This is an optimization exercise on Yosys and OpenROAD, whose aim is small area, a short achievable clock period and few clock cycles per item, not a production implementation. Where RTL was checked, it was by simulation tests only, not by an equivalence proof against the original. The RTL of run 2 was laid out without a check of its function.

### config.mk
export PLATFORM = sky130hd
export DESIGN_NAME = BSW
export DESIGN_NICKNAME = BSW
export VERILOG_FILES = /design/flow/design.v
export SDC_FILE = /design/flow/constraint.sdc
export NUM_CORES = 8
export LEC_CHECK = 0
export ABC_AREA = 1
export CAP_MARGIN = 50
export CORE_MARGIN = 2
export CORE_UTILIZATION = 40
export SLEW_MARGIN = 50
### constraint.sdc
create_clock -name core_clock -period 24.0 [get_ports {clk}]
set_input_delay 4.8000 -clock core_clock [delete_from_list [all_inputs] [get_ports {clk}]]
set_output_delay 4.8000 -clock core_clock [all_outputs]
set_load 0.01 [all_outputs]
### design.v
module BSW (
    clk, rst, start,
    i_Q, i_R,
    o_Q_al,
    o_R_al,
    detail_info,
    done
);
    input clk, rst;
    input  [2:0] i_Q, i_R;
    input  start;
    output [2:0] o_Q_al, o_R_al;
    output [8:0] detail_info;
    output done;
    localparam [1:0] C_STOP = 2'd0, C_I = 2'd1, C_D = 2'd2, C_G = 2'd3;
    function ge8;
        input [7:0] a, b;
        reg [7:0] g, l;
        reg [3:0] g1, l1;
        reg [1:0] g2, l2;
        integer t;
        begin
            g = a & ~b;
            l = ~a & b;
            for (t = 0; t < 4; t = t + 1) begin
                g1[t] = g[2*t+1] | (~l[2*t+1] & g[2*t]);
                l1[t] = l[2*t+1] | (~g[2*t+1] & l[2*t]);
            end
            for (t = 0; t < 2; t = t + 1) begin
                g2[t] = g1[2*t+1] | (~l1[2*t+1] & g1[2*t]);
                l2[t] = l1[2*t+1] | (~g1[2*t+1] & l1[2*t]);
            end
            ge8 = ~(l2[1] | (~g2[1] & l2[0]));
        end
    endfunction
    function [11:0] pe_cell;
        input [3:0] ta, tb;
        input noA, noB, mt, c0, c1;
        reg aGEb, selM, sat, hz;
        reg [3:0] tmx;
        reg [2:0] tu, tv;
        reg [1:0] v, code;
        reg [3:0] tdl, tdu;
        reg [4:0] xv;         
        begin
            if (noA) begin
                aGEb = 1'b0; tmx = tb;
            end else if (noB) begin
                aGEb = 1'b1; tmx = ta;
            end else begin
                aGEb = &(ta | ~tb); tmx = ta | tb;
            end
            selM = mt ? tmx[3] : tmx[0];
            tu   = selM ? tmx[3:1] : (mt ? 3'b111 : 3'b000);
            sat  = c0 & ~tu[0];
            tv   = {tu[2:1], tu[0] | sat};
            v    = {tv[1], tv[2] | (tv[0] & ~tv[1])};
            hz   = (c0 & ~tu[1]) | (c1 & ~tu[0]);
            if (hz)        code = C_STOP;
            else if (selM) code = aGEb ? C_I : C_D;
            else           code = c0 ? C_STOP : C_G;
            xv   = {1'b0, tv, 1'b1};
            tdl[0] = (~tb[0] | xv[1]) & (~tb[1] | xv[2]) & (~tb[2] | xv[3]) & ~tb[3];
            tdl[1] = xv[1] & (~tb[0] | xv[2]) & (~tb[1] | xv[3]) & ~tb[2];
            tdl[2] = xv[2] & (~tb[0] | xv[3]) & ~tb[1];
            tdl[3] = xv[3] & ~tb[0];
            tdu[0] = (~ta[0] | xv[1]) & (~ta[1] | xv[2]) & (~ta[2] | xv[3]) & ~ta[3];
            tdu[1] = xv[1] & (~ta[0] | xv[2]) & (~ta[1] | xv[3]) & ~ta[2];
            tdu[2] = xv[2] & (~ta[0] | xv[3]) & ~ta[1];
            tdu[3] = xv[3] & ~ta[0];
            pe_cell = {code, v, tdl, tdu};
        end
    endfunction
    reg       run;           
    reg [7:0] cyc;           
    always @(posedge clk or posedge rst) begin
        if (rst) begin
            run <= 1'b0;
            cyc <= 8'd0;
        end else if (!run) begin
            if (start) run <= 1'b1;
            cyc <= 8'd0;
        end else if (cyc != 8'hff) begin
            cyc <= cyc + 8'd1;
        end
    end
    reg in_phase, sc_phase;
    always @(posedge clk or posedge rst) begin
        if (rst) begin
            in_phase <= 1'b1;
            sc_phase <= 1'b0;
        end else if (!run) begin
            in_phase <= 1'b1;
            sc_phase <= 1'b0;
        end else begin
            if (cyc == 8'd62) in_phase <= 1'b0;
            if (cyc == 8'd2)  sc_phase <= 1'b1;
            if (cyc == 8'd66) sc_phase <= 1'b0;
        end
    end
    reg [2:0] m_lo;          
    reg [2:0] m_hi;          
    always @(posedge clk) begin
        m_lo <= {m_lo[1:0], sc_phase};
        m_hi <= {m_hi[1:0], m_hi[0] || (run && cyc == 8'd63)};
        if (!sc_phase) m_hi <= 3'd0;
    end
    wire m_ge1 = m_lo[0], m_ge2 = m_lo[1], m_ge3 = m_lo[2];
    wire m_le60 = !m_hi[0], m_le61 = !m_hi[1], m_le62 = !m_hi[2];
    wire [5:0] ve, vo;
    assign ve[0] = sc_phase && m_ge2 && m_le61;
    assign ve[1] = sc_phase && m_ge1 && m_le62;
    assign ve[2] = sc_phase;
    assign ve[3] = sc_phase && m_ge1 && m_le62;
    assign ve[4] = sc_phase && m_ge2 && m_le61;
    assign ve[5] = sc_phase && m_ge3 && m_le60;
    assign vo[0] = sc_phase && m_ge2 && m_le60;
    assign vo[1] = sc_phase && m_ge1 && m_le61;
    assign vo[2] = sc_phase && m_le62;
    assign vo[3] = sc_phase && m_le62;
    assign vo[4] = sc_phase && m_ge1 && m_le61;
    assign vo[5] = sc_phase && m_ge2 && m_le60;
    reg [127:0] qv, rv;
    always @(posedge clk) begin
        qv <= {qv[125:0], in_phase ? i_Q[1:0] : qv[127:126]};
        rv <= {rv[125:0], in_phase ? i_R[1:0] : rv[127:126]};
    end
    reg  [47:0] hpe, hpo;     
    reg  [23:0] dlo, duo;     
    wire [47:0] he, ho;
    wire [23:0] dle, due, dlo_n, duo_n;
    wire [11:0] ce_w, co_w;
    genvar p;
    generate
        for (p = 0; p < 6; p = p + 1) begin : g_pe
            wire mte = (qv[2*(5-p) +: 2] == rv[2*(1+p) +: 2]);
            wire mto = (qv[2*(5-p) +: 2] == rv[2*p +: 2]);
            wire [7:0] Ce  = hpe[8*p +: 8];
            wire       ce0 = (Ce == 8'd0);
            wire       ce1 = (Ce == 8'd1);
            wire [3:0] tae = dlo[4*p +: 4];
            wire [3:0] tbe;
            if (p == 5) begin : g_b5
                assign tbe = 4'b0001;
            end else begin : g_bn
                assign tbe = duo[4*(p+1) +: 4];
            end
            wire [11:0] re = pe_cell(tae, tbe, 1'b0, p == 5, mte, ce0, ce1);
            wire [7:0]  He = Ce + {6'd0, re[9:8]} - 8'd1;
            assign he[8*p +: 8]   = ve[p] ? He : 8'd0;
            assign ce_w[2*p +: 2] = re[11:10];
            assign dle[4*p +: 4]  = ve[p] ? re[7:4] : 4'b0001;
            assign due[4*p +: 4]  = ve[p] ? re[3:0] : 4'b0001;
            wire [7:0] Co  = hpo[8*p +: 8];
            wire       co0 = (Co == 8'd0);
            wire       co1 = (Co == 8'd1);
            wire [3:0] tao;
            if (p == 0) begin : g_a0
                assign tao = 4'b0001;
            end else begin : g_an
                assign tao = dle[4*(p-1) +: 4];
            end
            wire [11:0] ro = pe_cell(tao, due[4*p +: 4], p == 0, 1'b0, mto, co0, co1);
            wire [1:0] vo_ = ro[9:8];
            wire [1:0] lo  = {~(Co[1] ^ vo_[1] ^ (Co[0] | vo_[0])), ~(Co[0] ^ vo_[0])};
            wire [5:0] hi  = Co[7:2];
            wire [5:0] hip = hi + 6'd1;
            wire [5:0] him = hi - 6'd1;
            wire       cyp = Co[1] & vo_[1] & (Co[0] | vo_[0]);
            wire       cym = ~(Co[1] | Co[0] | vo_[1] | vo_[0]);
            wire [7:0] Ho  = {cyp ? hip : cym ? him : hi, lo};
            assign ho[8*p +: 8]    = vo[p] ? Ho : 8'd0;
            assign co_w[2*p +: 2]  = ro[11:10];
            assign dlo_n[4*p +: 4] = vo[p] ? ro[7:4] : 4'b0001;
            assign duo_n[4*p +: 4] = vo[p] ? ro[3:0] : 4'b0001;
        end
    endgenerate
    always @(posedge clk) begin
        hpe <= he;
        hpo <= ho;
        dlo <= dlo_n;
        duo <= duo_n;
    end
    reg  [383:0] bank0, bank1, bank2, bank3;
    wire [23:0]  new_word = {co_w, ce_w};
    always @(posedge clk) begin
        bank0 <= {bank3[359:0], sc_phase ? new_word : bank3[383:360]};
        bank1 <= bank0;
        bank2 <= bank1;
        bank3 <= bank2;
    end
    reg [95:0] mh;
    reg [47:0] mi;
    reg [23:0] s1_h;
    reg [11:0] s1_i;         
    reg [7:0]  best_h;
    reg [5:0]  best_w;
    reg        best_par;
    reg [2:0]  best_p;
    integer k;
    always @(*) begin
        for (k = 0; k < 6; k = k + 1) begin
            mh[8*k +: 8]     = hpe[8*k +: 8]; mi[4*k +: 4]     = {1'b0, k[2:0]};
            mh[8*(k+6) +: 8] = hpo[8*k +: 8]; mi[4*(k+6) +: 4] = {1'b1, k[2:0]};
        end
        for (k = 0; k < 6; k = k + 1) begin
            if (ge8(mh[8*(2*k) +: 8], mh[8*(2*k+1) +: 8])) begin
                mh[8*k +: 8] = mh[8*(2*k) +: 8];   mi[4*k +: 4] = mi[4*(2*k) +: 4];
            end else begin
                mh[8*k +: 8] = mh[8*(2*k+1) +: 8]; mi[4*k +: 4] = mi[4*(2*k+1) +: 4];
            end
        end
        for (k = 0; k < 3; k = k + 1) begin
            if (ge8(mh[8*(2*k) +: 8], mh[8*(2*k+1) +: 8])) begin
                mh[8*k +: 8] = mh[8*(2*k) +: 8];   mi[4*k +: 4] = mi[4*(2*k) +: 4];
            end else begin
                mh[8*k +: 8] = mh[8*(2*k+1) +: 8]; mi[4*k +: 4] = mi[4*(2*k+1) +: 4];
            end
        end
    end
    wire [7:0] g0 = s1_h[7:0], g1 = s1_h[15:8], g2 = s1_h[23:16];
    wire c01 = ge8(g0, g1), c02 = ge8(g0, g2), c12 = ge8(g1, g2);
    wire b0  = !ge8(best_h, g0), b1 = !ge8(best_h, g1), b2 = !ge8(best_h, g2);
    wire t0  = b0 && c01 && c02;
    wire t1  = b1 && !c01 && c12;
    wire t2  = b2 && !c02 && !c12;
    wire s2_phase = run && (cyc >= 8'd5) && (cyc <= 8'd68);
    wire       upd     = s2_phase && (t0 || t1 || t2);
    wire [5:0] w_now   = cyc[5:0] - 6'd5;
    wire [5:0] best_wn = upd ? w_now : best_w;      
    always @(posedge clk) begin
        s1_h <= mh[23:0];
        s1_i <= mi[11:0];
        if (!run) begin
            best_h   <= 8'd0;
            best_w   <= 6'd0;
            best_par <= 1'b0;
            best_p   <= 3'd2;          
        end else if (upd) begin
            best_w <= w_now;
            if (t0) begin
                best_h <= g0; best_par <= s1_i[3];  best_p <= s1_i[2:0];
            end else if (t1) begin
                best_h <= g1; best_par <= s1_i[7];  best_p <= s1_i[6:4];
            end else begin
                best_h <= g2; best_par <= s1_i[11]; best_p <= s1_i[10:8];
            end
        end
    end
    reg        tbf;                     
    reg        tb_act;
    reg [3:0]  tb_b;
    reg [5:0]  cin_e, cin_o;            
    reg [15:0] rs;                      
    reg [1:0]  rot;                     
    wire       tb_go    = tbf || tb_act;
    wire [3:0] blk      = tb_b;
    wire [3:0] nbn      = ~best_wn[5:2];
    function [23:0] mux16x24;
        input [383:0] v;
        input [3:0] s;
        reg [383:0] t;
        integer a, l;
        begin
            t = v;
            for (l = 0; l < 4; l = l + 1)
                for (a = 0; a < (8 >> l); a = a + 1)
                    t[24*a +: 24] = s[l] ? t[24*(2*a+1) +: 24] : t[24*(2*a) +: 24];
            mux16x24 = t[23:0];
        end
    endfunction
    wire [95:0] bank_out = {mux16x24(bank3, rs[15:12]), mux16x24(bank2, rs[11:8]),
                            mux16x24(bank1, rs[7:4]),   mux16x24(bank0, rs[3:0])};
    wire [95:0] wd;                       
    genvar j;
    generate
        for (j = 0; j < 4; j = j + 1) begin : g_rot
            wire [1:0] jj = j;
            wire [1:0] bj = rot + 2'd3 - jj;
            assign wd[24*j +: 24] = bank_out[24*bj +: 24];
        end
    endgenerate
    always @(posedge clk or posedge rst) begin
        if (rst) begin
            tbf    <= 1'b0;
            tb_act <= 1'b0;
        end else begin
            tbf <= run && (cyc == 8'd68);
            if (!run) tb_act <= 1'b0;
            else if (tb_go) tb_act <= !found;
        end
    end
    always @(posedge clk) begin
        if (cyc == 8'd68) begin
            rs   <= {nbn, nbn, nbn + 4'd1, nbn + 4'd1};
            rot  <= 2'd2;
            tb_b <= best_wn[5:2];
        end else begin
            for (k = 0; k < 4; k = k + 1)
                rs[4*k +: 4] <= rs[4*k +: 4] + ((rot == k) ? 4'd2 : 4'd1);
            rot  <= rot + 2'd1;
            tb_b <= tb_b - 4'd1;
        end
    end
    reg  [5:0]  oE, oO;
    reg  [5:0]  cE, cO;
    reg  [15:0] blk_path;                
    reg  [47:0] stop_hit;                
    reg  [23:0] w;
    integer kk, q;
    always @(*) begin
        cE = tbf ? 6'd0 : cin_e;
        cO = tbf ? 6'd0 : cin_o;
        blk_path = 16'd0;
        stop_hit = 48'd0;
        oE = 6'd0; oO = 6'd0;
        for (kk = 3; kk >= 0; kk = kk - 1) begin
            w = wd[24*kk +: 24];
            for (q = 0; q < 6; q = q + 1)
                oO[q] = cO[q] | (tbf && best_w[1:0] == kk && best_par && best_p == q);
            for (q = 0; q < 6; q = q + 1) begin
                oE[q] = cE[q] | (tbf && best_w[1:0] == kk && !best_par && best_p == q)
                      | (oO[q] && w[12 + 2*q +: 2] == C_D);
                if (q < 5)
                    oE[q] = oE[q] | (oO[q + 1] && w[12 + 2*(q+1) +: 2] == C_I);
            end
            for (q = 0; q < 6; q = q + 1) begin
                cE[q] = oE[q] && w[2*q +: 2] == C_G;
                cO[q] = (oO[q] && w[12 + 2*q +: 2] == C_G)
                      | (oE[q] && w[2*q +: 2] == C_I);
                if (q > 0)
                    cO[q] = cO[q] | (oE[q - 1] && w[2*(q-1) +: 2] == C_D);
            end
            for (q = 0; q < 6; q = q + 1) begin
                if (oE[q])
                    blk_path[4*kk +: 2] = blk_path[4*kk +: 2]
                        | {w[2*q +: 2] != C_D, w[2*q +: 2] != C_I};
                if (oO[q])
                    blk_path[4*kk + 2 +: 2] = blk_path[4*kk + 2 +: 2]
                        | {w[12 + 2*q +: 2] != C_D, w[12 + 2*q +: 2] != C_I};
                stop_hit[12*kk + q]     = oE[q] && w[2*q +: 2] == C_STOP;
                stop_hit[12*kk + 6 + q] = oO[q] && w[12 + 2*q +: 2] == C_STOP;
            end
        end
    end
    wire found = |stop_hit;
    reg [1:0] f_k;
    reg       f_par;
    reg [2:0] f_p;
    always @(*) begin
        f_k = 2'd0; f_par = 1'b0; f_p = 3'd0;
        for (k = 0; k < 48; k = k + 1) begin
            if (k / 12 == 1 || k / 12 == 3) f_k[0] = f_k[0] | stop_hit[k];
            if (k / 12 >= 2)                f_k[1] = f_k[1] | stop_hit[k];
            if ((k % 12) >= 6)              f_par  = f_par  | stop_hit[k];
            if ((k % 6) & 1)                f_p[0] = f_p[0] | stop_hit[k];
            if ((k % 6) & 2)                f_p[1] = f_p[1] | stop_hit[k];
            if ((k % 6) & 4)                f_p[2] = f_p[2] | stop_hit[k];
        end
    end
    always @(posedge clk) begin
        cin_e <= cE;
        cin_o <= cO;
    end
    reg [255:0] pr;
    reg [3:0]   poff;
    always @(posedge clk) begin
        pr   <= {pr[239:0], tb_go ? blk_path : pr[255:240]};
        poff <= (cyc == 8'd68) ? ~best_wn[5:2] : poff + 4'd1;
    end
    reg        st0;              
    reg [3:0]  s_b;
    reg [1:0]  s_k;
    reg        s_par;
    reg [2:0]  s_p;
    reg        sa_act;           
    reg [6:0]  sa_d;             
    reg [5:0]  sa_pw;            
    reg [5:0]  sa_qp, sa_rp;     
    reg        sb_end;
    reg        sb_q, sb_r;
    reg [2:0]  dcnt;
    reg        done_r;
    reg [2:0]  oq, orr;
    reg [8:0]  det;
    wire [5:0] s_w  = {s_b, s_k};
    wire [6:0] s_i  = {1'b0, s_w} + s_p - 7'd2;
    wire [6:0] s_j  = {1'b0, s_w} + 7'd2 - s_p + s_par;
    wire [6:0] s_d  = {s_w, s_par};
    wire [6:0] e_i  = {1'b0, best_w} + best_p - 7'd2;
    wire [6:0] e_j  = {1'b0, best_w} + 7'd2 - best_p + best_par;
    wire [6:0] e_d  = {best_w, best_par};
    wire [6:0] cd   = st0 ? s_d : sa_d;
    wire [5:0] cpw  = st0 ? {s_b + poff, s_k} : sa_pw;
    wire [5:0] ev_w = cpw + 6'd1;                
    wire [5:0] od_w = cpw + {5'd0, cd[0]};       
    function [1:0] mux64x2;
        input [127:0] v;
        input [5:0] s;
        reg [127:0] t;
        integer a, l;
        begin
            t = v;
            for (l = 0; l < 6; l = l + 1)
                for (a = 0; a < (32 >> l); a = a + 1)
                    t[2*a +: 2] = s[l] ? t[2*(2*a+1) +: 2] : t[2*(2*a) +: 2];
            mux64x2 = t[1:0];
        end
    endfunction
    reg [127:0] pr_ev, pr_od;
    always @(*) begin
        for (k = 0; k < 64; k = k + 1) begin
            pr_ev[2*k +: 2] = pr[4*k +: 2];
            pr_od[2*k +: 2] = pr[4*k + 2 +: 2];
        end
    end
    wire [1:0] ev_e = mux64x2(pr_ev, ev_w);
    wire [1:0] od_e = mux64x2(pr_od, od_w);
    wire [1:0] e1 = cd[0] ? ev_e : od_e;
    wire [1:0] e2 = cd[0] ? od_e : ev_e;
    wire       use1 = (e1 != 2'b00);
    wire [1:0] nc = use1 ? e1 : e2;
    wire       last = (cd == e_d);
    wire [5:0] cqp = st0 ? cyc[5:0] - s_i[5:0] : sa_qp;
    wire [5:0] crp = st0 ? cyc[5:0] - s_j[5:0] : sa_rp;
    always @(posedge clk or posedge rst) begin
        if (rst) begin
            st0    <= 1'b0;
            sa_act <= 1'b0;
            sb_end <= 1'b0;
            done_r <= 1'b0;
            dcnt   <= 3'd0;
        end else if (!run) begin
            st0    <= 1'b0;
            sa_act <= 1'b0;
            sb_end <= 1'b0;
            done_r <= 1'b0;
            dcnt   <= 3'd0;
        end else begin
            st0 <= tb_go && found;
            if (st0 || sa_act) begin
                sa_act <= !last;
                sb_end <= last;
            end
            if (st0) done_r <= 1'b1;
            if ((st0 || done_r) && dcnt != 3'd7) dcnt <= dcnt + 3'd1;
        end
    end
    always @(posedge clk) begin
        if (tb_go && found) begin
            s_b   <= blk;
            s_k   <= f_k;
            s_par <= f_par;
            s_p   <= f_p;
        end
        if (st0 || sa_act) begin
            sb_q  <= nc[1];
            sb_r  <= nc[0];
            sa_d  <= use1 ? cd + 7'd1 : cd + 7'd2;
            sa_pw <= (use1 && !cd[0]) ? cpw + 6'd4 : cpw + 6'd5;
            sa_qp <= cqp + {5'd0, !nc[1]};
            sa_rp <= crp + {5'd0, !nc[0]};
        end
    end
    wire       o_q = st0 | sb_q;
    wire       o_r = st0 | sb_r;
    wire [1:0] qb  = mux64x2(qv, cqp);
    wire [1:0] rb  = mux64x2(rv, crp);
    always @(posedge clk) begin
        if (sb_end && !st0) begin
            oq  <= 3'd0;
            orr <= 3'd0;
        end else begin
            oq  <= o_q ? ((qb == 2'd0) ? 3'd4 : {1'b0, qb}) : 3'd5;
            orr <= o_r ? ((rb == 2'd0) ? 3'd4 : {1'b0, rb}) : 3'd5;
        end
        case (dcnt)
            3'd0: det <= {2'b0, s_i};
            3'd1: det <= {2'b0, s_j};
            3'd2: det <= {2'b0, e_i};
            3'd3: det <= {2'b0, e_j};
            3'd4: det <= {1'b0, best_h};
            default: det <= 9'd0;
        endcase
    end
    assign o_Q_al      = oq;
    assign o_R_al      = orr;
    assign detail_info = det;
    assign done        = done_r;
endmodule
### run.sh
#!/bin/bash
# synth_recipe.tcl (not shown) runs the flow's synth.tcl, then flattens the netlist and writes it again
# the make line also repeats each setting of config.mk as NAME=value (left out here)
make -C /OpenROAD-flow-scripts/flow DESIGN_CONFIG=/design/flow/config.mk WORK_HOME=/design/flow/orfs CLKGATE_MAP_FILE= SYNTH_SCRIPT=/design/flow/synth_recipe.tcl finish
==> results of run 1 <==
layout make-up:
cell class | instances | area (µm²) | share of cell area [%]
Timing Repair Buffer | 150 | 1360 | 1.37
Clock buffer | 328 | 6760 | 6.81
Antenna cell | 5 | 12.5 | 0.0126
Clock inverter | 108 | 1560 | 1.57
Sequential cell | 2353 | 47600 | 48.0
Multi-Input combinational cell | 6721 | 34500 | 34.8
Inverter | 991 | 3770 | 3.80
Tap cell | 2871 | 3590 | 3.62
worst max-delay path by stage:
stage / to / slack (ns) / cells past startpoint
final: done / 17.23 / 1
after global routing: s_k[1]$_DFFE_PP_ / 17.16 / 27
after CTS: done / 17.19 / 1
after detailed placement: s_par$_DFFE_PP_ / 17.59 / 28
after global placement: s_k[0]$_DFFE_PP_ / 17.32 / 28
after floorplan: done / 18.82 / 0
state kept, by name, indices dropped and copies added, names as in the netlist, 48 cells and up:
signal	count
bank1	384
bank0	384
pr	256
rv	128
bank3	384
bank2	384
hpo	48
hpe	48
qv	128
per-stage QoR:
stage | std cells
global route | 13500
detailed placement | 13100
finish | 13500
global placement | 13100
floorplan | 10600
CTS | 13500
Yosys cell counts (35+ instances only):
master	number	area [µm²]
a21oi_1	247	1240
a31oi_1	66	413
buf_1	36	135
buf_2	161	806
buf_4	48	360
buf_6	50	563
clkbuf_1	194	728
dfxtp_1	2296	46000
edfxtp_1	37	1110
ha_1	182	2280
inv_1	958	3600
nand2_1	1798	6750
nand2_2	43	269
nand3_1	903	4520
nor2_1	1361	5110
nor3_1	67	335
o211ai_1	269	2020
o21ai_0	949	4750
o21ai_1	114	571
o221ai_1	70	613
o22ai_1	171	1070
xnor2_1	35	307
xor2_1	60	526
cells by family after synthesis:
| logic type | after synthesis | synth area share [%] |
|---|---|---|
| xor+xnor | 97 | 0.993 |
| simple gates | 4318 | 20.6 |
| fa+ha+maj | 205 | 3.10 |
| compound gates | 2081 | 13.9 |
| flops | 2353 | 53.9 |
| buf+inv | 1483 | 7.22 |
| mux | 19 | 0.243 |
| other cells | 1 | 0.00425 |
routing by layer:
layer	up-vias	share of wire (%)	track usage (%)
met2	2725	45	41.0
met5	-	0.0031	0
met4	2	4.4	10.7
met3	628	7.6	4.35
li1	34800	-	-
met1	35100	43	34.0
==> reports/qor.yml, run 1 <==
run_status:
  status: "no timing/DRC/antenna violations"
placement:
  postPlaceCellArea_um2: 90900
  dp_hpwl_um: 192000
  dp_slack_ns: 17.59
  io_buffers: 21
  place.gp.congestion: 0.966
layout:
  fin_nets: 10700
  fillers: 21300
  utilization_pct: 45.2
  syn_to_final_growth_pct: 12.5
  final_area_um2: 99200
  layout_common_cells: "2,279 x dfxtp_1, 1,794 x nand2_1, 1,355 x nor2_1"
  layout_commonest_cell: "dfxtp_1"
  layout-drive-gt1-share_pct: 7.32
critical_path:
  rr_endpoint: "s_k[1]$_DFFE_PP_"
  cp-startpoint: "done_r$_DFFE_PP0P_"
  path_max_fanout: 2
  worstPathArrival_ns: 1.97
  max_stage_delay_ns: 0.62
  critical_path.top_delay_family: "buffers and inverters"
  reg2reg_depth: 30
  r2r_setup_slack_ns: 17.44
  critical_path_class: "register to output pin"
  crit_buf_inv: 1
  r2r_start: "rs[4]$_DFF_P_"
  crit_path_end_kind: "output pin"
  slowest_stage: "clkdlybuf4s50_1"
  worstPathCellList: "clkdlybuf4s50_1"
  start_kind: "register"
  cp.required_ns: 19.20
sta:
  hold_viol: 0
  timing.hold.ws_ns: 0.311
  fin_crit_sh_pct: 28.2
  fin_ws_ns: 17.23
  fmax_ghz: 0.148
  relSlewSlack_pct: 46.0
  rsz0062_at_grt: "no"
  setup_tns_ns: 0
  worst_pin_slew_ns: 0.805
  clock-skew-final_ns: 0.0735
  report.final.slew_viol_count: 0
  period_needed_ns: 6.77
  final-setup-viol-count: 0
route:
  drt-pass1-iter-count: 7
  routed_wl_um: 294000
  drt_iter0_drc: 6824
  wire_per_inst_um: 21.7
  drc_errors: 0
  vias: 73200
  postRouteAntennaNets: 0
  via_per_inst: 5.41
floorplan:
  die_y_um: 474
  die_x_um: 474
  ios: 25
  start_util_pct: 40.2
  core.rowCount: 172
  core-area_um2: 220000
  dieArea_um2: 224000
clock_network:
  h-tree-depth: 4
  cts_hold_buf: 0
  cts.sinks: 2353
  post_cts_buffers: 0
  insertion_delay_ns: 0.91
  clkTransAtPathRegs_ns: 0.06
  cts_made_buffers: 232
  root_buffer: "clkbuf_16"
  cts_resized: 0
  cts_buffer_depth: 3
  cts_tree: "built"
yosys:
  synth-edff-count: 37
  syn_area_per_cell_um2: 8.36
  synth_cell_types: 79
  yosys_register_bits: 2353
  syn_inst: 10600
  synth_ff_type: "dfxtp_1"
  yosysWarnings: 1
  ys_seq_area_share_pct: 53.9
  synthesis.nets: 10800
  async_flop_share_pct: 0.850
  syn_area_um2: 88200
global_routing:
  overflow: 0
  grt_pass1_vias: 71200
  grt_max_degree: 75
  grt_pass1_wl_um: 438000
  grt_antenna_before_repair: 10
  grt_use_total_pct: 25.6
min_path:
  holdPathStages: 0
  hold_start: "bank3[14]$_DFF_P_"
  whs_endpoint: "bank0[38]$_DFF_P_"
  min_path_type: "register to register"
job:
  drv_cap: 0
Testbench counts, summed over its fixed seeds: cycles 49,099, items 320.
==> run 2: changes to the inputs <==
--- a/design.v
+++ b/design.v
@@ -224,10 +224,13 @@
     wire t0  = b0 && c01 && c02;
     wire t1  = b1 && !c01 && c12;
     wire t2  = b2 && !c02 && !c12;
-    wire s2_phase = run && (cyc >= 8'd5) && (cyc <= 8'd68);
+    wire [7:0] h63 = hpe[23:16];
+    wire w63 = run && (cyc == 8'd67) && !ge8(best_h, h63) && !ge8(g0, h63)
+               && !ge8(g1, h63) && !ge8(g2, h63);
+    wire s2_phase = run && (cyc >= 8'd5) && (cyc <= 8'd67);
     wire       upd     = s2_phase && (t0 || t1 || t2);
     wire [5:0] w_now   = cyc[5:0] - 6'd5;
-    wire [5:0] best_wn = upd ? w_now : best_w;      
+    wire [5:0] best_wn = w63 ? 6'd63 : upd ? w_now : best_w;    
     always @(posedge clk) begin
         s1_h <= mh[23:0];
         s1_i <= mi[11:0];
@@ -236,6 +239,8 @@
             best_w   <= 6'd0;
             best_par <= 1'b0;
             best_p   <= 3'd2;          
+        end else if (w63) begin
+            best_h <= h63; best_w <= 6'd63; best_par <= 1'b0; best_p <= 3'd2;
         end else if (upd) begin
             best_w <= w_now;
             if (t0) begin
@@ -285,15 +290,15 @@
             tbf    <= 1'b0;
             tb_act <= 1'b0;
         end else begin
-            tbf <= run && (cyc == 8'd68);
+            tbf <= run && (cyc == 8'd67);
             if (!run) tb_act <= 1'b0;
             else if (tb_go) tb_act <= !found;
         end
     end
     always @(posedge clk) begin
-        if (cyc == 8'd68) begin
-            rs   <= {nbn, nbn, nbn + 4'd1, nbn + 4'd1};
-            rot  <= 2'd2;
+        if (cyc == 8'd67) begin
+            rs   <= {nbn, nbn, nbn, nbn + 4'd1};
+            rot  <= 2'd1;
             tb_b <= best_wn[5:2];
         end else begin
             for (k = 0; k < 4; k = k + 1)
@@ -366,10 +371,11 @@
     reg [3:0]   poff;
     always @(posedge clk) begin
         pr   <= {pr[239:0], tb_go ? blk_path : pr[255:240]};
-        poff <= (cyc == 8'd68) ? ~best_wn[5:2] : poff + 4'd1;
+        poff <= (cyc == 8'd67) ? ~best_wn[5:2] : poff + 4'd1;
     end
     reg        st0;              
     reg [3:0]  s_b;
+    reg [3:0]  s_pb;             
     reg [1:0]  s_k;
     reg        s_par;
     reg [2:0]  s_p;
@@ -391,7 +397,7 @@
     wire [6:0] e_j  = {1'b0, best_w} + 7'd2 - best_p + best_par;
     wire [6:0] e_d  = {best_w, best_par};
     wire [6:0] cd   = st0 ? s_d : sa_d;
-    wire [5:0] cpw  = st0 ? {s_b + poff, s_k} : sa_pw;
+    wire [5:0] cpw  = st0 ? {s_pb, s_k} : sa_pw;
     wire [5:0] ev_w = cpw + 6'd1;                
     wire [5:0] od_w = cpw + {5'd0, cd[0]};       
     function [1:0] mux64x2;
@@ -447,8 +453,9 @@
         end
     end
     always @(posedge clk) begin
-        if (tb_go && found) begin
+        if (tb_go) begin
             s_b   <= blk;
+            s_pb  <= blk + poff + 4'd1;
             s_k   <= f_k;
             s_par <= f_par;
             s_p   <= f_p;
==> run 2 against run 1 <==
  * Final area increased by 0.11%
  * Worst hold slack worse by 0.0062 ns
  * Critical endpoint is now s_p[2]$_DFFE_PN_
  * Final cell count grew 0.75%
  * Highest routed layer unchanged
==> reports/qor.yml, run 2 <==
layout:
  fin_cells: 13600
  syn_to_final_growth_pct: 12.0
  utilization_pct: 45.2
  layout_common_cells: "2,279 x dfxtp_1, 1,779 x nand2_1, 1,489 x nor2_1"
  layout-drive-gt1-share_pct: 6.76
  fin_nets: 10700
  layout_commonest_cell: "dfxtp_1"
  final_area_um2: 99300
  fillers: 21600
placement:
  dp_cells: 13200
  io_buffers: 21
  dp_hpwl_um: 187000
  place.gp.congestion: 1.02
  postPlaceCellArea_um2: 91400
route:
  postRouteAntennaNets: 0
  vias: 73400
  drt-pass1-iter-count: 6
  wire_per_inst_um: 21.3
  drc_errors: 0
  routed_wl_um: 290000
  drt_iter0_drc: 6066
  via_per_inst: 5.38
yosys:
  netlist.top_cell.by_area: "dfxtp_1"
  syn_inst: 10600
  synth_ff_type: "dfxtp_1"
  yosys_register_bits: 2357
  syn_area_um2: 88700
  ys_top_cells_by_area: "dfxtp_1 52%, nand2_1 7.5%, nor2_1 6.3%"
  synth.most_common_cell: "dfxtp_1"
  synth_cell_types: 76
  async_flop_share_pct: 0.849
  synth_common_cells: "2,296 x dfxtp_1, 1,781 x nand2_1, 1,494 x nor2_1"
  synthesis.nets: 10800
  synth_top_cell_area_share_pct: 51.8
  ys_seq_area_share_pct: 53.8
  syn_area_per_cell_um2: 8.35
  yosysWarnings: 1
  synth-edff-count: 41
sta:
  final-setup-viol-count: 0
  hold_viol: 0
  report.final.slew_viol_count: 0
  fmax_ghz: 0.149
  rsz0062_at_grt: "no"
  period_needed_ns: 6.73
  relSlewSlack_pct: 46.8
  setup_tns_ns: 0
  clock-skew-final_ns: 0.0971
  fin_crit_sh_pct: 28.0
  worst_pin_slew_ns: 0.793
critical_path:
  worstPathArrival_ns: 7.32
  r2r_start: "rs[4]$_DFF_P_"
  path_max_fanout: 53
  cp-startpoint: "rs[4]$_DFF_P_"
  start_kind: "register"
  rr_endpoint: "s_p[2]$_DFFE_PN_"
  crit_path_end_kind: "register"
  critical_path_class: "register to register"
  r2r_setup_slack_ns: 17.27
  reg2reg_depth: 24
  cp.required_ns: 24.59
  crit_path_end: "s_p[2]$_DFFE_PN_"
clock_network:
  insertion_delay_ns: 0.91
  clkTransAtPathRegs_ns: 0.06
  cts_resized: 0
  cts_hold_buf: 0
  cts_tree: "built"
  post_cts_buffers: 0
  cts.sinks: 2357
  cts_made_buffers: 225
  root_buffer: "clkbuf_16"
  cts_buffer_depth: 3
  h-tree-depth: 4
min_path:
  min_path_type: "register to register"
  hold_start: "bank0[341]$_DFF_P_"
global_routing:
  grt_use_total_pct: 25.2
  grt_pass1_wl_um: 434000
  grt_pass1_vias: 70800
  grt_max_degree: 124
  overflow: 0
  grt_antenna_before_repair: 7
floorplan:
  ios: 25
  core-area_um2: 220000
  core.rowCount: 172
  start_util_pct: 40.3
  die_x_um: 475
  dieArea_um2: 225000
  die_y_um: 475
job:
  drv_cap: 0
run_status:
  status: "no timing/DRC/antenna violations"
run 2: cell count changes in the layout (fill, tap and decap cells not counted), sizes merged, moves of 8 or more:
cell    delta
o32ai     +57
clkbuf     -9
inv       -20
nand3     -71
o21ai     -53
a21oi     +27
nor2     +134
buf        -8
nand2     -35
o22ai     -43
a31oi      -9
o211ai    +32
run 2: cell type report:
| cell class | instances | area, µm² | share of cell area [%] |
|---|---|---|---|
| Sequential cell | 2357 | 47700 | 48.1 |
| Multi-Input combinational cell | 6776 | 35000 | 35.2 |
| Clock buffer | 319 | 6500 | 6.54 |
| Inverter | 982 | 3750 | 3.77 |
| Tap cell | 2958 | 3700 | 3.73 |
| Timing Repair Buffer | 142 | 1340 | 1.35 |
| Clock inverter | 93 | 1330 | 1.34 |
| Antenna cell | 1 | 2.50 | 0.00252 |
run 2: worst min-delay path by stage:
| stage | to | slack (ns) | cells after the start |
|---|---|---|---|
| 3_3_place_gp | rv[69]$_DFF_P_ | 0.33 | 0 |
| 2_1_floorplan | bank3[119]$_DFF_P_ | 0.32 | 0 |
| 3_5_place_dp | bank2[266]$_DFF_P_ | 0.33 | 0 |
| 6_report | bank1[341]$_DFF_P_ | 0.30 | 0 |
| 5_1_grt | pr[136]$_DFF_P_ | 0.31 | 0 |
| 4_1_cts | pr[140]$_DFF_P_ | 0.31 | 0 |
run 2: cell families (layout without fill, tap and decap cells):
logic type	Yosys count	count (layout)	synth area share (%)
XOR/XNOR	100	100	0.988
buffers and inverters	1482	1536	7.24
flip-flops	2357	2357	53.8
multiplexers	24	24	0.303
other	1	2	0.00423
AO/OA/AOI/OAI	2091	2091	14.1
AND/OR/NAND/NOR	4355	4355	20.4
adder cells (fa/ha/maj)	205	205	3.09
run 2: layer usage:
layer | up-vias | track usage, % | share of wire [%]
li1 | 34900 | - | -
met1 | 35100 | 33.5 | 43
met2 | 2723 | 39.9 | 44
met3 | 654 | 5.06 | 8.0
met4 | 4 | 10.0 | 4.4
met5 | - | 0 | 0.0083
run 2: per-stage QoR:
step	hold WS [ns]	setup slack (ns)
2_1_floorplan	0.323	18.82
4_1_cts	0.312	17.20
5_1_grt	0.305	17.14
3_5_place_dp	0.331	17.59
6_report	0.305	17.27
3_3_place_gp	0.327	17.12
run 2: critical path, cell delays in order (launching register included):
cell and delay, ns:
dfxtp_4 0.59, buf_4 0.64, buf_4 0.60, buf_6 0.51, o21ai_0 0.19, o211ai_1 0.22
nand3_1 0.22, nand3_1 0.14, nand2_1 0.06, inv_1 0.08, nand2_1 0.05, nand2_1 0.29
nor2_1 0.12, nand2_1 0.14, nand3_4 0.12, nand2_2 0.08, nand3_2 0.20, nand2_1 0.18
nand3_2 0.16, a22oi_1 0.44, nand3_2 0.21, nand2_1 0.11, nand2_1 0.13, nor4_1 0.55
nand3_1 0.17
==> run 3: changes to the inputs <==
--- a/design.v
+++ b/design.v
@@ -254,28 +254,26 @@
     end
     reg        tbf;                     
     reg        tb_act;
-    reg [3:0]  tb_b;
+    reg        rc;                      
+    reg [3:0]  blk;                     
     reg [5:0]  cin_e, cin_o;            
-    reg [15:0] rs;                      
-    reg [1:0]  rot;                     
-    wire       tb_go    = tbf || tb_act;
-    wire [3:0] blk      = tb_b;
-    wire [3:0] nbn      = ~best_wn[5:2];
-    function [23:0] mux16x24;
+    reg [5:0]  base;
+    wire       tb_go = tbf || tb_act;
+    wire [3:0] bE    = best_w[5:2];
+    wire [1:0] rot   = base[1:0];
+    reg  [63:0] oh;                     
+    function [23:0] sel16x24;
         input [383:0] v;
-        input [3:0] s;
-        reg [383:0] t;
-        integer a, l;
+        input [15:0] s;
+        integer a;
         begin
-            t = v;
-            for (l = 0; l < 4; l = l + 1)
-                for (a = 0; a < (8 >> l); a = a + 1)
-                    t[24*a +: 24] = s[l] ? t[24*(2*a+1) +: 24] : t[24*(2*a) +: 24];
-            mux16x24 = t[23:0];
+            sel16x24 = 24'd0;
+            for (a = 0; a < 16; a = a + 1)
+                sel16x24 = sel16x24 | (v[24*a +: 24] & {24{s[a]}});
         end
     endfunction
-    wire [95:0] bank_out = {mux16x24(bank3, rs[15:12]), mux16x24(bank2, rs[11:8]),
-                            mux16x24(bank1, rs[7:4]),   mux16x24(bank0, rs[3:0])};
+    wire [95:0] bank_out = {sel16x24(bank3, oh[63:48]), sel16x24(bank2, oh[47:32]),
+                            sel16x24(bank1, oh[31:16]), sel16x24(bank0, oh[15:0])};
     wire [95:0] wd;                       
     genvar j;
     generate
@@ -295,17 +293,26 @@
             else if (tb_go) tb_act <= !found;
         end
     end
+    reg [5:0] base_n;
+    wire [3:0] rhi_n = base_n[5:2] + 4'd1;
+    always @(*) begin
+        if (cyc == 8'd67)
+            base_n = 6'd61 - {best_wn[5:2], 2'b00};
+        else if (tb_go)
+            base_n = base + 6'd5;
+        else if (st0)
+            base_n = shift ? base - 6'd11 : base - 6'd7;
+        else
+            base_n = shift ? base - 6'd3 : base + 6'd1;
+    end
     always @(posedge clk) begin
-        if (cyc == 8'd67) begin
-            rs   <= {nbn, nbn, nbn, nbn + 4'd1};
-            rot  <= 2'd1;
-            tb_b <= best_wn[5:2];
-        end else begin
-            for (k = 0; k < 4; k = k + 1)
-                rs[4*k +: 4] <= rs[4*k +: 4] + ((rot == k) ? 4'd2 : 4'd1);
-            rot  <= rot + 2'd1;
-            tb_b <= tb_b - 4'd1;
-        end
+        base <= base_n;
+        if (cyc == 8'd67)   blk <= best_wn[5:2];
+        else if (tb_go)     blk <= blk - 4'd1;
+        else if (st0)       blk <= shift ? blk + 4'd3 : blk + 4'd2;
+        else if (shift)     blk <= blk + 4'd1;
+        for (k = 0; k < 64; k = k + 1)
+            oh[k] <= (((k / 16) < base_n[1:0]) ? rhi_n : base_n[5:2]) == (k % 16);
     end
     reg  [5:0]  oE, oO;
     reg  [5:0]  cE, cO;
@@ -313,18 +320,28 @@
     reg  [47:0] stop_hit;                
     reg  [23:0] w;
     integer kk, q;
+    wire [3:0] cst_r;
+    wire       inj = tbf || (rc && blk == bE);
     always @(*) begin
-        cE = tbf ? 6'd0 : cin_e;
-        cO = tbf ? 6'd0 : cin_o;
+        if (inj) begin
+            cE = 6'd0; cO = 6'd0;
+        end else if (rc) begin
+            for (q = 0; q < 6; q = q + 1) begin
+                cE[q] = (cst_r == q + 1);
+                cO[q] = (cst_r == q + 7);
+            end
+        end else begin
+            cE = cin_e; cO = cin_o;
+        end
         blk_path = 16'd0;
         stop_hit = 48'd0;
         oE = 6'd0; oO = 6'd0;
         for (kk = 3; kk >= 0; kk = kk - 1) begin
             w = wd[24*kk +: 24];
             for (q = 0; q < 6; q = q + 1)
-                oO[q] = cO[q] | (tbf && best_w[1:0] == kk && best_par && best_p == q);
+                oO[q] = cO[q] | (inj && best_w[1:0] == kk && best_par && best_p == q);
             for (q = 0; q < 6; q = q + 1) begin
-                oE[q] = cE[q] | (tbf && best_w[1:0] == kk && !best_par && best_p == q)
+                oE[q] = cE[q] | (inj && best_w[1:0] == kk && !best_par && best_p == q)
                       | (oO[q] && w[12 + 2*q +: 2] == C_D);
                 if (q < 5)
                     oE[q] = oE[q] | (oO[q + 1] && w[12 + 2*(q+1) +: 2] == C_I);
@@ -367,21 +384,28 @@
         cin_e <= cE;
         cin_o <= cO;
     end
-    reg [255:0] pr;
-    reg [3:0]   poff;
+    reg [63:0] cst;
+    reg [3:0]  cin_x;
+    always @(*) begin
+        cin_x = 4'd0;
+        for (q = 0; q < 6; q = q + 1) begin
+            if (cin_e[q]) cin_x = cin_x | (q + 1);
+            if (cin_o[q]) cin_x = cin_x | (q + 7);
+        end
+    end
     always @(posedge clk) begin
-        pr   <= {pr[239:0], tb_go ? blk_path : pr[255:240]};
-        poff <= (cyc == 8'd67) ? ~best_wn[5:2] : poff + 4'd1;
+        for (k = 0; k < 16; k = k + 1)
+            if (tb_act && blk == k) cst[4*k +: 4] <= cin_x;
     end
+    assign cst_r = cst[4*blk +: 4];
+    reg [15:0] pcur, pnext, pprev;
     reg        st0;              
     reg [3:0]  s_b;
-    reg [3:0]  s_pb;             
     reg [1:0]  s_k;
     reg        s_par;
     reg [2:0]  s_p;
     reg        sa_act;           
     reg [6:0]  sa_d;             
-    reg [5:0]  sa_pw;            
     reg [5:0]  sa_qp, sa_rp;     
     reg        sb_end;
     reg        sb_q, sb_r;
@@ -397,9 +421,6 @@
     wire [6:0] e_j  = {1'b0, best_w} + 7'd2 - best_p + best_par;
     wire [6:0] e_d  = {best_w, best_par};
     wire [6:0] cd   = st0 ? s_d : sa_d;
-    wire [5:0] cpw  = st0 ? {s_pb, s_k} : sa_pw;
-    wire [5:0] ev_w = cpw + 6'd1;                
-    wire [5:0] od_w = cpw + {5'd0, cd[0]};       
     function [1:0] mux64x2;
         input [127:0] v;
         input [5:0] s;
@@ -413,19 +434,15 @@
             mux64x2 = t[1:0];
         end
     endfunction
-    reg [127:0] pr_ev, pr_od;
-    always @(*) begin
-        for (k = 0; k < 64; k = k + 1) begin
-            pr_ev[2*k +: 2] = pr[4*k +: 2];
-            pr_od[2*k +: 2] = pr[4*k + 2 +: 2];
-        end
-    end
-    wire [1:0] ev_e = mux64x2(pr_ev, ev_w);
-    wire [1:0] od_e = mux64x2(pr_od, od_w);
-    wire [1:0] e1 = cd[0] ? ev_e : od_e;
-    wire [1:0] e2 = cd[0] ? od_e : ev_e;
-    wire       use1 = (e1 != 2'b00);
-    wire [1:0] nc = use1 ? e1 : e2;
+    wire [31:0] win  = {pnext, pcur};
+    wire [3:0]  i1   = {1'b0, cd[2:0]} + 4'd1;
+    wire [3:0]  i2   = {1'b0, cd[2:0]} + 4'd2;
+    wire [1:0]  e1   = win[2*i1 +: 2];
+    wire [1:0]  e2   = win[2*i2 +: 2];
+    wire        use1 = (e1 != 2'b00);
+    wire [1:0]  nc   = use1 ? e1 : e2;
+    wire [6:0]  nd   = use1 ? cd + 7'd1 : cd + 7'd2;
+    wire        shift = (st0 || sa_act) && !last && (nd[6:3] != cd[6:3]);
     wire       last = (cd == e_d);
     wire [5:0] cqp = st0 ? cyc[5:0] - s_i[5:0] : sa_qp;
     wire [5:0] crp = st0 ? cyc[5:0] - s_j[5:0] : sa_rp;
@@ -455,7 +472,6 @@
     always @(posedge clk) begin
         if (tb_go) begin
             s_b   <= blk;
-            s_pb  <= blk + poff + 4'd1;
             s_k   <= f_k;
             s_par <= f_par;
             s_p   <= f_p;
@@ -463,12 +479,26 @@
         if (st0 || sa_act) begin
             sb_q  <= nc[1];
             sb_r  <= nc[0];
-            sa_d  <= use1 ? cd + 7'd1 : cd + 7'd2;
-            sa_pw <= (use1 && !cd[0]) ? cpw + 6'd4 : cpw + 6'd5;
+            sa_d  <= nd;
             sa_qp <= cqp + {5'd0, !nc[1]};
             sa_rp <= crp + {5'd0, !nc[0]};
         end
     end
+    always @(posedge clk) begin
+        pprev <= blk_path;
+        if (tb_go) begin
+            pcur  <= blk_path;
+            pnext <= pprev;
+        end else if (shift) begin
+            pcur  <= pnext;
+        end else if (rc) begin
+            pnext <= blk_path;
+        end
+    end
+    always @(posedge clk or posedge rst) begin
+        if (rst) rc <= 1'b0;
+        else     rc <= run && shift;
+    end
     wire       o_q = st0 | sb_q;
     wire       o_r = st0 | sb_r;
     wire [1:0] qb  = mux64x2(qv, cqp);
==> flow/run.sh (new file) <==
#!/bin/bash
# Standard layout, with the port buffers made of buf_4 cells instead of the
# cell buffer_ports picks by default. Make's full output goes to flow.log;
# each tool's own logs stay under orfs/logs.
set -euo pipefail
export BUFFER_PORTS_ARGS="-buffer_cell sky130_fd_sc_hd__buf_4"
bash standard.sh > flow.log 2>&1
==> standard.sh (new file) <==
#!/bin/bash
# synth_recipe.tcl (not shown) runs the flow's synth.tcl, then flattens the netlist and writes it again
# the make line also repeats each setting of config.mk as NAME=value (left out here)
make -C /OpenROAD-flow-scripts/flow DESIGN_CONFIG=/design/flow/config.mk WORK_HOME=/design/flow/orfs CLKGATE_MAP_FILE= SYNTH_SCRIPT=/design/flow/synth_recipe.tcl "${@:-finish}"
removed: run.sh
==> run 3 against run 2 <==
  * Count of clock-buffer cells in the layout down 3
  * Worst hold slack worse by 0.037 ns
  * Core utilization up 0.76 points
  * Critical path depth up 8
  * Critical path type unchanged
  * Global-route usage up 3.0 points
==> reports/qor.yml, run 3 <==
run_status:
  status: "no timing/DRC/antenna violations"
placement:
  dp_hpwl_um: 195000
  dp_cells: 12000
  io_buffers: 21
  dp_slack_ns: 17.40
  place.gp.congestion: 1.01
yosys:
  synth_compound_area_share_pct: 10.7
  synth-simple-area-share_pct: 22.7
  synth.most_common_cell: "nand2_1"
  async_flop_share_pct: 0.933
  synth_top_family_by_area: "simple AND/OR/NAND/NOR gates"
  synthesis.nets: 9704
  yosys_register_bits: 2250
  yosys.area_share.adder_pct: 3.17
  synth_ff_type: "dfxtp_1"
  syn_area_per_cell_um2: 8.58
  synth_cell_types: 81
  ys_top_cells_by_area: "dfxtp_1 52%, nand2_1 12%, edfxtp_1 4.8%"
  synthMuxAreaShare_pct: 0
  ys_seq_area_share_pct: 57.0
  synth_top_cell_area_share_pct: 51.6
  synth-edff-count: 129
  syn_area_um2: 81500
  synth_xor_area_share_pct: 0.914
  netlist.top_cell.by_area: "dfxtp_1"
  syn_inst: 9500
  synth_common_cells: "2,693 x nand2_1, 2,100 x dfxtp_1, 839 x nor2_1"
  yosysWarnings: 1
route:
  drt_iter0_drc: 7965
  drt-pass1-iter-count: 6
  vias: 67400
  via_per_inst: 5.42
  drc_errors: 0
  postRouteAntennaNets: 0
  wire_per_inst_um: 23.9
  routed_wl_um: 298000
sta:
  final-setup-viol-count: 0
  fin_ws_ns: 17.24
  relSlewSlack_pct: 43.5
  setup_tns_ns: 0
  rsz0062_at_grt: "no"
  fmax_ghz: 0.148
  fin_crit_sh_pct: 28.2
  report.final.slew_viol_count: 0
  period_needed_ns: 6.76
  clock-skew-final_ns: 0.102
  timing.hold.ws_ns: 0.267
  hold_viol: 0
  worst_pin_slew_ns: 0.843
global_routing:
  grt_pass1_vias: 63400
  grt_antenna_before_repair: 9
  met1_usage_pct: 38.2
  use_met3_pct: 6.27
  grt_pass1_wl_um: 426000
  overflow: 0
  grt_busiest_layer: "met2"
  grtUsageMet2_pct: 42.2
  grt_use_total_pct: 28.1
  grt_max_degree: 70
floorplan:
  dieArea_um2: 207000
  die_x_um: 455
  core.rowCount: 165
  die_y_um: 455
  start_util_pct: 40.3
  core-area_um2: 202000
  ios: 25
clock_network:
  cts_made_buffers: 216
  root_buffer: "clkbuf_16"
  clkTransAtPathRegs_ns: 0.07
  cts_buffer_depth: 3
  insertion_delay_ns: 0.93
  h-tree-depth: 4
  cts_tree: "built"
  post_cts_buffers: 0
  cts_resized: 0
  cts.sinks: 2250
  cts_hold_buf: 0
layout:
  layout-drive-gt1-share_pct: 8.07
  layout_common_cells: "2,687 x nand2_1, 2,036 x dfxtp_1, 830 x nor2_1"
  fin_cells: 12400
  syn_to_final_growth_pct: 14.0
  fin_nets: 9783
  layout_commonest_cell: "nand2_1"
  fillers: 19300
critical_path:
  max_stage_delay_ns: 0.46
  start_kind: "register"
  worstPathArrival_ns: 7.57
  slowest_stage: "inv_1"
  critical_path_class: "register to register"
  crit_path_end_kind: "register"
  crit_top_cell: "nand2_1"
  path_max_fanout: 40
  cp.required_ns: 24.81
job:
  drv_cap: 0
min_path:
  min_path_type: "register to register"
## run 3: layer usage
metal | share of wire (%) | wire length (µm)
met1 | 42 | 126000
met2 | 42 | 126000
met3 | 9.8 | 29300
met4 | 5.5 | 16300
met5 | 0.023 | 68
## run 3: area by class of cell
type	count	area, µm²	area share, %
Antenna cell	4	10.0	0.0108
Tap cell	2672	3340	3.60
Clock buffer	316	6410	6.90
Timing Repair Buffer	144	1250	1.35
Inverter	847	3190	3.43
Clock inverter	94	1310	1.41
Sequential cell	2250	46500	50.1
Multi-Input combinational cell	6120	30900	33.2
## run 3: cell families after synthesis
| kind of cell | count (synthesis) |
|---|---|
| AND/OR/NAND/NOR | 4415 |
| flip-flops | 2250 |
| AO/OA/AOI/OAI | 1423 |
| buffers and inverters | 1130 |
| adder cells (fa/ha/maj) | 196 |
| XOR/XNOR | 85 |
| other | 1 |
## run 3: critical path: cells and delay by family, from the launching register on
family	cells	cell delay, ns
AND/OR/NAND/NOR	15	2.35
buffers and inverters	6	1.86
AO/OA/AOI/OAI	8	1.29
adder cells (fa/ha/maj)	2	0.56
flip-flops	1	0.32
XOR/XNOR	1	0.26
## run 3: final timing paths
path	start	endpoint	slack [ns]	depth (start not counted)
worst max-delay path	st0$_DFF_PP0_	oh[0]$_DFF_P_	17.24	32
max in group asynchronous	rst	rc$_DFF_PP0_	19.60	2
worst min register to register	bank1[352]$_DFF_P_	bank2[352]$_DFF_P_	0.27	0
worst min-delay path	bank1[352]$_DFF_P_	bank2[352]$_DFF_P_	0.27	0
min in group asynchronous	rst	run$_DFF_PP0_	3.93	2
worst max register to register	st0$_DFF_PP0_	oh[0]$_DFF_P_	17.24	32
## run 3: stage by stage
stage	instance area (µm²)	utilization, %
3_3_place_gp	84600	41.8
6_report	92900	45.9
3_5_place_dp	85100	42.1
5_1_grt	92900	45.9
2_1_floorplan	81500	-
4_1_cts	92800	45.9
Testbench counts of run 3, summed over its fixed seeds: cycles 48,779, items 320.
==> run 4: changes to the inputs <==
==> run.sh (new file) <==
#!/bin/bash
# synth_recipe.tcl (not shown) runs the flow's synth.tcl, then flattens the netlist and writes it again
# the make line also repeats each setting of config.mk as NAME=value (left out here)
make -C /OpenROAD-flow-scripts/flow DESIGN_CONFIG=/design/flow/config.mk WORK_HOME=/design/flow/orfs CLKGATE_MAP_FILE= SYNTH_SCRIPT=/design/flow/synth_recipe.tcl finish
removed: flow/run.sh
removed: standard.sh
==> run 4 against run 3 <==
  * Still clean
  * Routed wire length rose by 1.1%
  * Critical path depth is 31 lower
  * Clock skew decreased by 0.0037 ns
  * Synthesized cell count unchanged
  * Core utilization up 0.063 points
  * Worst hold slack improved by 0.019 ns
  * Critical endpoint is now done
  * Largest cell class unchanged
  * Highest routed layer is now met4
==> reports/qor.yml, run 4 <==
placement:
  io_buffers: 21
  place.gp.congestion: 1.02
  dp_cells: 12000
  dp_hpwl_um: 198000
floorplan:
  dieArea_um2: 207000
  start_util_pct: 40.3
  ios: 25
  die_x_um: 455
  core-area_um2: 202000
  die_y_um: 455
  core.rowCount: 165
critical_path:
  worst-path-stages: 1
  critical_path.top_delay_family: "buffers and inverters"
  max_stage_delay_ns: 0.59
  reg2reg_depth: 31
  path_max_fanout: 2
  crit_buf_inv: 1
  slowest_stage: "clkdlybuf4s50_1"
  critical_path_class: "register to output pin"
  start_kind: "register"
  worstPathCellList: "clkdlybuf4s50_1"
  crit_path_end_kind: "output pin"
  worstPathArrival_ns: 1.84
  cp.required_ns: 19.20
sta:
  timing.hold.ws_ns: 0.286
  hold_viol: 0
  clock-skew-final_ns: 0.0984
  worst_pin_slew_ns: 0.877
  fmax_ghz: 0.151
  report.final.slew_viol_count: 0
  setup_tns_ns: 0
  period_needed_ns: 6.64
  final-setup-viol-count: 0
  fin_crit_sh_pct: 27.7
  rsz0062_at_grt: "no"
  relSlewSlack_pct: 41.1
route:
  wire_per_inst_um: 24.2
  drt_iter0_drc: 7067
  via_per_inst: 5.45
  vias: 67900
  postRouteAntennaNets: 0
  drc_errors: 0
  drt-pass1-iter-count: 5
  routed_wl_um: 301000
yosys:
  netlist.top_cell.by_area: "dfxtp_1"
  yosysWarnings: 1
  ys_top_cells_by_area: "dfxtp_1 52%, nand2_1 12%, edfxtp_1 4.8%"
  synthesis.nets: 9704
  synth-edff-count: 129
  ys_seq_area_share_pct: 57.0
  yosys_register_bits: 2250
  async_flop_share_pct: 0.933
  synth_cell_types: 81
  synth_ff_type: "dfxtp_1"
  syn_area_per_cell_um2: 8.58
  synth_common_cells: "2,693 x nand2_1, 2,100 x dfxtp_1, 839 x nor2_1"
  synth.most_common_cell: "nand2_1"
  syn_area_um2: 81500
  synth_top_cell_area_share_pct: 51.6
  syn_inst: 9500
global_routing:
  overflow: 0
  grt_antenna_before_repair: 8
  grt_pass1_wl_um: 430000
  grt_use_total_pct: 28.5
  grt_max_degree: 70
  grt_pass1_vias: 63900
min_path:
  min_path_type: "register to register"
  holdPathStages: 0
clock_network:
  root_buffer: "clkbuf_16"
  cts.sinks: 2250
  insertion_delay_ns: 0.93
  cts_made_buffers: 220
  cts_buffer_depth: 3
  cts_tree: "built"
  post_cts_buffers: 0
  clkTransAtPathRegs_ns: 0.07
  cts_hold_buf: 0
  cts_resized: 0
  h-tree-depth: 4
layout:
  fin_cells: 12500
  layout-drive-gt1-share_pct: 7.84
  fillers: 19300
  layout_commonest_cell: "nand2_1"
  layout_common_cells: "2,691 x nand2_1, 2,037 x dfxtp_1, 830 x nor2_1"
  syn_to_final_growth_pct: 14.2
  fin_nets: 9789
run_status:
  status: "no timing/DRC/antenna violations"
job:
  drv_cap: 0
[run 4: final timing paths]
| check | startpoint | to | slack, ns |
|---|---|---|---|
| min | bank2[247]$_DFF_P_ | bank3[247]$_DFF_P_ | 0.29 |
| min in group asynchronous | rst | run$_DFF_PP0_ | 4.28 |
| max | done_r$_DFFE_PP0P_ | done | 17.36 |
| min reg2reg | bank2[247]$_DFF_P_ | bank3[247]$_DFF_P_ | 0.29 |
| max in group asynchronous | rst | in_phase$_DFFE_PP1P_ | 19.39 |
| max reg2reg | st0$_DFF_PP0_ | oh[22]$_DFF_P_ | 17.60 |
[run 4: area by class of cell]
type | instances | area, µm² | area share (%)
inverter | 847 | 3190 | 3.43
tap | 2672 | 3340 | 3.59
clock buffer | 315 | 6480 | 6.97
clock inverter | 95 | 1280 | 1.38
sequential | 2250 | 46500 | 50.0
timing repair buffer | 146 | 1350 | 1.45
antenna | 6 | 15.0 | 0.0161
multi-input combinational | 6120 | 30800 | 33.1
[run 4: per-stage QoR]
stage               utilization, %  setup WS (ns)  area [µm²]
finish                        46.0          17.36       93000
CTS                           45.9          17.27       92900
global placement              41.9          17.60       84700
detailed placement            42.1          17.48       85100
floorplan                        -          18.82       81500
global route                  46.0          16.98       93000
[run 4: cells by family after synthesis]
logic type,count (synthesis),share of synthesized area [%]
simple gates,4415,22.7
fa+ha+maj,196,3.17
other cells,1,0.00460
flops,2250,57.0
buf+inv,1130,5.53
compound gates,1423,10.7
xor+xnor,85,0.914
[run 4: per-layer routing]
metal  vias up  track usage, %  share of wire [%]  wire (µm)
met4         0            15.4                6.2      18600
met5         -               0                  0          0
met1     32500            38.3                 42     127000
met2      3169            42.9                 42     128000
li1      31400               -                  -          -
met3       745            5.82                9.3      28000
[run 4: worst register-to-register path, delay by kind of cell (launching register included)]
family	cells	cell delay [ns]
simple gates	14	2.20
compound gates	8	1.28
flops	1	0.34
fa+ha+maj	2	0.59
xor+xnor	1	0.24
buf+inv	6	1.65

port drivers added, routing unchanged:
Ports are ideal in the flow. The routed layouts listed here were re-timed in OpenROAD.
Step 1 assumes that a clkbuf_16 drives the clock port and a buf_2 every other input.
Step 2 times the ports against the registers' clock, not the clock port: input delays grow and output delays shrink by t, the midpoint of the rising clock arrivals with the driver on.
Slacks: ideal ports / drivers / drivers and shift; pairs: ideal ports / drivers.
| run | t, ns | slack for setup (ns) | hold WS [ns] | worst setup path at the end | slew at the worst register clock pin (ns) |
|---|---|---|---|---|---|
| run 1 | 0.967 | 17.231 / 17.135 / 17.437 | 0.311 / 0.311 / 0.311 | register to register | 0.07 / 0.07 |
| run 2 | 0.943 | 17.270 / 17.235 / 17.270 | 0.305 / 0.305 / 0.305 | register to register | 0.08 / 0.08 |
| run 3 | 0.971 | 17.236 / 17.236 / 17.236 | 0.267 / 0.267 / 0.267 | register to register | 0.07 / 0.07 |
| run 4 | 0.962 | 17.358 / 17.273 / 17.596 | 0.286 / 0.286 / 0.286 | register to register | 0.07 / 0.07 |
After both steps every run listed still meets setup and hold.
